What follows belongs to an exercise in optimizing a design on an open flow for small area, a short achievable clock period and few clock cycles; a production flow would make more cautious choices. Power and IR drop assume default switching activity.

==> module top, before the edit <==
module top(
    input clk,              
    input rst,              
    input cyc,              
    input stb,              
    input we,               
    input [3:0] wb_sel,     
    input [31:0] adr,       
    input [31:0] dat_mosi,  
    output [31:0] dat_miso,  
    output reg ack,             
    output reg err              
);
reg [71:0] A, B;
reg [7:0] rdata;
reg [2:0] tgt_row, tgt_col;    
reg [4:0] tgt_adr;             
reg [4:0] tag;                 
reg fresh;                     
assign dat_miso = {24'b0, rdata};
wire req      = cyc & stb;
wire adr_hi0  = ~|adr[31:5];
wire [4:0] a5 = adr[4:0];
wire in_ab    = adr_hi0 & (a5 < 5'd18);
wire in_c     = adr_hi0 & (a5 >= 5'd18) & (a5 < 5'd27);
wire wr       = req & we & wb_sel[0];
wire rd       = req & ~we;
wire wr_ab    = wr & in_ab;
wire rd_c     = rd & in_c;
wire hit = adr_hi0 & (a5 == tag) & fresh;
reg [2:0] r_row, r_col;
always @(*) begin
    case (a5)
        5'd18: begin r_row = 3'b001; r_col = 3'b001; end
        5'd19: begin r_row = 3'b001; r_col = 3'b010; end
        5'd20: begin r_row = 3'b001; r_col = 3'b100; end
        5'd21: begin r_row = 3'b010; r_col = 3'b001; end
        5'd22: begin r_row = 3'b010; r_col = 3'b010; end
        5'd23: begin r_row = 3'b010; r_col = 3'b100; end
        5'd24: begin r_row = 3'b100; r_col = 3'b001; end
        5'd25: begin r_row = 3'b100; r_col = 3'b010; end
        default: begin r_row = 3'b100; r_col = 3'b100; end
    endcase
end
wire [2:0] n_col = {tgt_col[1:0], tgt_col[2]};
wire [2:0] n_row = tgt_col[2] ? {tgt_row[1:0], tgt_row[2]} : tgt_row;
wire [4:0] n_adr = (tgt_adr == 5'd26) ? 5'd18 : tgt_adr + 5'd1;
wire w_is_a = a5 < 5'd9;
wire w_row0 = a5 < 5'd3;
wire w_row1 = ~w_row0 & (a5 < 5'd6);
wire w_row2 = ~w_row0 & ~w_row1;
wire w_col0 = (a5 == 5'd9) | (a5 == 5'd12) | (a5 == 5'd15);
wire w_col1 = (a5 == 5'd10) | (a5 == 5'd13) | (a5 == 5'd16);
wire w_col2 = ~w_col0 & ~w_col1;
wire touch = w_is_a ? |({w_row2, w_row1, w_row0} & tgt_row)
                    : |({w_col2, w_col1, w_col0} & tgt_col);
wire [7:0] c;
matrix_mult mm_inst(.clk(clk), .A(A), .B(B), .row(tgt_row), .col(tgt_col), .c(c));
always @(posedge clk or posedge rst) begin
    if (rst) begin
        ack <= 1'b0;
        err <= 1'b0;
        tgt_row <= 3'b000;
        tgt_col <= 3'b000;
        tgt_adr <= 5'd0;
        tag <= 5'd0;
        fresh <= 1'b0;
    end else begin
        ack <= wr_ab | (rd_c & hit);
        err <= (wr & ~in_ab) | (rd & ~in_c);
        tag <= tgt_adr;
        fresh <= ~(wr_ab & touch);
        if (wr) begin
            tgt_row <= 3'b001;
            tgt_col <= (a5 == 5'd17) ? 3'b010 : 3'b001;
            tgt_adr <= (a5 == 5'd17) ? 5'd19 : 5'd18;
        end else if (rd_c) begin
            tgt_row <= hit ? n_row : r_row;
            tgt_col <= hit ? n_col : r_col;
            tgt_adr <= hit ? n_adr : a5;
        end
    end
end
always @(posedge clk)
    rdata <= c;
wire [7:0] wdata = rst ? 8'b0 : dat_mosi[7:0];
integer e;
always @(posedge clk) begin
    for (e = 0; e < 9; e = e + 1) begin
        if (rst | (wr_ab & (a5 == e)))     A[e*8+:8] <= wdata;
        if (rst | (wr_ab & (a5 == e + 9))) B[e*8+:8] <= wdata;
    end
end
endmodule
==> flow/config.mk <==
export PLATFORM = sky130hd
export DESIGN_NAME = top
export DESIGN_NICKNAME = top
export VERILOG_FILES = /design/flow/design.v
export SDC_FILE = /design/flow/constraint.sdc
export NUM_CORES = 4
export LEC_CHECK = 0
export CAP_MARGIN = 20
export CORE_MARGIN = 2
export CORE_UTILIZATION = 40
export SLEW_MARGIN = 20
==> flow/constraint.sdc <==
create_clock -name core_clock -period 10.0 [get_ports {clk}]
set_input_delay 2.0000 -clock core_clock [delete_from_list [all_inputs] [get_ports {clk}]]
set_output_delay 2.0000 -clock core_clock [all_outputs]
set_load 0.01 [all_outputs]
standard.sh (not shown) runs the stock make flow with config.mk's settings and CLKGATE_MAP_FILE= SYNTH_SCRIPT=/design/flow/synth_recipe.tcl, a recipe that flattens the netlist after the stock synthesis.
==> flow/flow/run.sh <==
#!/bin/bash
bash standard.sh SETUP_SLACK_MARGIN=6.5 finish > standard.log 2>&1
The first run passed the timing, DRC and antenna checks.
Next try:
--- a/flow/design.v
+++ b/flow/design.v
@@ -267,21 +267,25 @@
 reg [7:0] rdata;
 reg [2:0] tgt_row, tgt_col;    
 reg [4:0] tgt_adr;             
 reg [4:0] tag;                 
 reg fresh;                     
+reg wv;                        
+reg [4:0] wa;
+reg [7:0] wd;
+reg rst_q;
 assign dat_miso = {24'b0, rdata};
 wire req      = cyc & stb;
 wire adr_hi0  = ~|adr[31:5];
 wire [4:0] a5 = adr[4:0];
 wire in_ab    = adr_hi0 & (a5 < 5'd18);
 wire in_c     = adr_hi0 & (a5 >= 5'd18) & (a5 < 5'd27);
 wire wr       = req & we & wb_sel[0];
 wire rd       = req & ~we;
 wire wr_ab    = wr & in_ab;
 wire rd_c     = rd & in_c;
-wire hit = adr_hi0 & (a5 == tag) & fresh;
+wire hit = (a5 == tag) & fresh;
 reg [2:0] r_row, r_col;
 always @(*) begin
     case (a5)
         5'd18: begin r_row = 3'b001; r_col = 3'b001; end
         5'd19: begin r_row = 3'b001; r_col = 3'b010; end
@@ -295,19 +299,26 @@
     endcase
 end
 wire [2:0] n_col = {tgt_col[1:0], tgt_col[2]};
 wire [2:0] n_row = tgt_col[2] ? {tgt_row[1:0], tgt_row[2]} : tgt_row;
 wire [4:0] n_adr = (tgt_adr == 5'd26) ? 5'd18 : tgt_adr + 5'd1;
-wire w_is_a = a5 < 5'd9;
-wire w_row0 = a5 < 5'd3;
-wire w_row1 = ~w_row0 & (a5 < 5'd6);
-wire w_row2 = ~w_row0 & ~w_row1;
-wire w_col0 = (a5 == 5'd9) | (a5 == 5'd12) | (a5 == 5'd15);
-wire w_col1 = (a5 == 5'd10) | (a5 == 5'd13) | (a5 == 5'd16);
-wire w_col2 = ~w_col0 & ~w_col1;
-wire touch = w_is_a ? |({w_row2, w_row1, w_row0} & tgt_row)
-                    : |({w_col2, w_col1, w_col0} & tgt_col);
+function touches;
+    input [4:0] x;
+    input [2:0] row, col;
+    begin
+        if (x < 5'd9)
+            touches = (x < 5'd3) ? row[0] : (x < 5'd6) ? row[1] : row[2];
+        else if (x == 5'd9 || x == 5'd12 || x == 5'd15)
+            touches = col[0];
+        else if (x == 5'd10 || x == 5'd13 || x == 5'd16)
+            touches = col[1];
+        else
+            touches = col[2];
+    end
+endfunction
+wire touch_now = wr_ab & touches(a5, tgt_row, tgt_col);
+wire touch_pend = wv & touches(wa, tgt_row, tgt_col);
 wire [7:0] c;
 matrix_mult mm_inst(.clk(clk), .A(A), .B(B), .row(tgt_row), .col(tgt_col), .c(c));
 always @(posedge clk or posedge rst) begin
     if (rst) begin
         ack <= 1'b0;
@@ -315,15 +326,17 @@
         tgt_row <= 3'b000;
         tgt_col <= 3'b000;
         tgt_adr <= 5'd0;
         tag <= 5'd0;
         fresh <= 1'b0;
+        wv <= 1'b0;
     end else begin
         ack <= wr_ab | (rd_c & hit);
         err <= (wr & ~in_ab) | (rd & ~in_c);
         tag <= tgt_adr;
-        fresh <= ~(wr_ab & touch);
+        fresh <= ~(touch_now | touch_pend | rst_q);
+        wv <= wr_ab;
         if (wr) begin
             tgt_row <= 3'b001;
             tgt_col <= (a5 == 5'd17) ? 3'b010 : 3'b001;
             tgt_adr <= (a5 == 5'd17) ? 5'd19 : 5'd18;
         end else if (rd_c) begin
@@ -331,16 +344,26 @@
             tgt_col <= hit ? n_col : r_col;
             tgt_adr <= hit ? n_adr : a5;
         end
     end
 end
+always @(posedge clk or posedge rst) begin
+    if (rst)
+        rst_q <= 1'b1;
+    else
+        rst_q <= 1'b0;
+end
+always @(posedge clk) begin
+    wa <= a5;
+    wd <= dat_mosi[7:0];
+end
 always @(posedge clk)
     rdata <= c;
-wire [7:0] wdata = rst ? 8'b0 : dat_mosi[7:0];
+wire [7:0] sdata = rst_q ? 8'b0 : wd;
 integer e;
 always @(posedge clk) begin
     for (e = 0; e < 9; e = e + 1) begin
-        if (rst | (wr_ab & (a5 == e)))     A[e*8+:8] <= wdata;
-        if (rst | (wr_ab & (a5 == e + 9))) B[e*8+:8] <= wdata;
+        if (rst_q | (wv & (wa == e)))     A[e*8+:8] <= sdata;
+        if (rst_q | (wv & (wa == e + 9))) B[e*8+:8] <= sdata;
     end
 end
 endmodule
The new run completed without violations.
Core utilization went down by 2.0 points.
Area after synthesis increases by 4.2%.
Clock-buffer cell count is unchanged.
Maximum frequency hardly moves.
First-iteration DRC count increases by 16%.
Global-route usage fell by 1.8 points.
Design area is about the same.
Sequential power came out higher by about 5%.
Function was not checked in any run of this note: the RTL went through the layout flow alone.

========
Starting RTL as in the previous note.
Settings: LEC_CHECK=0, CAP_MARGIN=20, CORE_MARGIN=2, CORE_UTILIZATION=40, SLEW_MARGIN=20; clock period 10.0 ns.
==> flow/flow/run.sh <==
#!/bin/bash
bash standard.sh SETUP_SLACK_MARGIN=7 finish > standard.log 2>&1
Then changed:
--- a/flow/design.v
+++ b/flow/design.v
@@ -267,21 +267,25 @@
 reg [7:0] rdata;
 reg [2:0] tgt_row, tgt_col;    
 reg [4:0] tgt_adr;             
 reg [4:0] tag;                 
 reg fresh;                     
+reg wv;                        
+reg [4:0] wa;
+reg [7:0] wd;
+reg rst_q;
 assign dat_miso = {24'b0, rdata};
 wire req      = cyc & stb;
 wire adr_hi0  = ~|adr[31:5];
 wire [4:0] a5 = adr[4:0];
 wire in_ab    = adr_hi0 & (a5 < 5'd18);
 wire in_c     = adr_hi0 & (a5 >= 5'd18) & (a5 < 5'd27);
 wire wr       = req & we & wb_sel[0];
 wire rd       = req & ~we;
 wire wr_ab    = wr & in_ab;
 wire rd_c     = rd & in_c;
-wire hit = adr_hi0 & (a5 == tag) & fresh;
+wire hit = (a5 == tag) & fresh;
 reg [2:0] r_row, r_col;
 always @(*) begin
     case (a5)
         5'd18: begin r_row = 3'b001; r_col = 3'b001; end
         5'd19: begin r_row = 3'b001; r_col = 3'b010; end
@@ -295,19 +299,26 @@
     endcase
 end
 wire [2:0] n_col = {tgt_col[1:0], tgt_col[2]};
 wire [2:0] n_row = tgt_col[2] ? {tgt_row[1:0], tgt_row[2]} : tgt_row;
 wire [4:0] n_adr = (tgt_adr == 5'd26) ? 5'd18 : tgt_adr + 5'd1;
-wire w_is_a = a5 < 5'd9;
-wire w_row0 = a5 < 5'd3;
-wire w_row1 = ~w_row0 & (a5 < 5'd6);
-wire w_row2 = ~w_row0 & ~w_row1;
-wire w_col0 = (a5 == 5'd9) | (a5 == 5'd12) | (a5 == 5'd15);
-wire w_col1 = (a5 == 5'd10) | (a5 == 5'd13) | (a5 == 5'd16);
-wire w_col2 = ~w_col0 & ~w_col1;
-wire touch = w_is_a ? |({w_row2, w_row1, w_row0} & tgt_row)
-                    : |({w_col2, w_col1, w_col0} & tgt_col);
+function touches;
+    input [4:0] x;
+    input [2:0] row, col;
+    begin
+        if (x < 5'd9)
+            touches = (x < 5'd3) ? row[0] : (x < 5'd6) ? row[1] : row[2];
+        else if (x == 5'd9 || x == 5'd12 || x == 5'd15)
+            touches = col[0];
+        else if (x == 5'd10 || x == 5'd13 || x == 5'd16)
+            touches = col[1];
+        else
+            touches = col[2];
+    end
+endfunction
+wire touch_now = wr_ab & touches(a5, tgt_row, tgt_col);
+wire touch_pend = wv & touches(wa, tgt_row, tgt_col);
 wire [7:0] c;
 matrix_mult mm_inst(.clk(clk), .A(A), .B(B), .row(tgt_row), .col(tgt_col), .c(c));
 always @(posedge clk or posedge rst) begin
     if (rst) begin
         ack <= 1'b0;
@@ -315,15 +326,17 @@
         tgt_row <= 3'b000;
         tgt_col <= 3'b000;
         tgt_adr <= 5'd0;
         tag <= 5'd0;
         fresh <= 1'b0;
+        wv <= 1'b0;
     end else begin
         ack <= wr_ab | (rd_c & hit);
         err <= (wr & ~in_ab) | (rd & ~in_c);
         tag <= tgt_adr;
-        fresh <= ~(wr_ab & touch);
+        fresh <= ~(touch_now | touch_pend | rst_q);
+        wv <= wr_ab;
         if (wr) begin
             tgt_row <= 3'b001;
             tgt_col <= (a5 == 5'd17) ? 3'b010 : 3'b001;
             tgt_adr <= (a5 == 5'd17) ? 5'd19 : 5'd18;
         end else if (rd_c) begin
@@ -331,16 +344,26 @@
             tgt_col <= hit ? n_col : r_col;
             tgt_adr <= hit ? n_adr : a5;
         end
     end
 end
+always @(posedge clk or posedge rst) begin
+    if (rst)
+        rst_q <= 1'b1;
+    else
+        rst_q <= 1'b0;
+end
+always @(posedge clk) begin
+    wa <= a5;
+    wd <= dat_mosi[7:0];
+end
 always @(posedge clk)
     rdata <= c;
-wire [7:0] wdata = rst ? 8'b0 : dat_mosi[7:0];
+wire [7:0] sdata = rst_q ? 8'b0 : wd;
 integer e;
 always @(posedge clk) begin
     for (e = 0; e < 9; e = e + 1) begin
-        if (rst | (wr_ab & (a5 == e)))     A[e*8+:8] <= wdata;
-        if (rst | (wr_ab & (a5 == e + 9))) B[e*8+:8] <= wdata;
+        if (rst_q | (wv & (wa == e)))     A[e*8+:8] <= sdata;
+        if (rst_q | (wv & (wa == e + 9))) B[e*8+:8] <= sdata;
     end
 end
 endmodule
Outcome: Area after synthesis increases by 4.2%; design area decreases by 3.0%; total power increases by about 3%; clock-buffer cell count increases by 6; non-clock buffer count decreases by 35; clock power increases by about 5%; critical path depth is unchanged; core utilization decreases by 3.5 points; final cell count decreases by about 0.3%; setup slack is better by 0.21 ns; global-route usage decreases by 0.99 points.
No run of this note included a check of the RTL's function; only the layout flow was run.

-- static timing again, ports no longer ideal --
How much do the figures lean on ideal ports? The routed layouts below were timed once more, with nothing changed but the port constraints.
Step 1 sets driving cells, clkbuf_16 on the clock port and buf_2 on the other inputs (assumed; they add their load-dependent delay and slew).
Step 2 also shifts input and output timing later by t, the mid clock arrival at the registers, as if the neighbouring blocks saw the same clock.
a / b / c = no drivers / after step 1 / after step 2; a / b = the first two.
run	t (ns)	slack for setup (ns)	worst setup path at the end	clock arrival spread, ns	worst register clock-pin slew, ns
the first run of note 1	0.550	6.595 / 6.578 / 6.065	input to register	0.014 / 0.015	0.06 / 0.06
the second run of note 1	0.571	6.599 / 6.559 / 6.050	input to register	0.021 / 0.021	0.06 / 0.06
the first run of note 2	0.553	6.646 / 6.665 / 6.112	input to register	0.020 / 0.020	0.06 / 0.06
the second run of note 2	0.548	6.852 / 6.867 / 6.319	input to register	0.014 / 0.013	0.06 / 0.06
After both steps setup and hold are still met in every run listed. For the second run of note 1, which loses most, drivers alone change the setup slack by -0.040 ns; drivers and shift together by -0.549 ns.
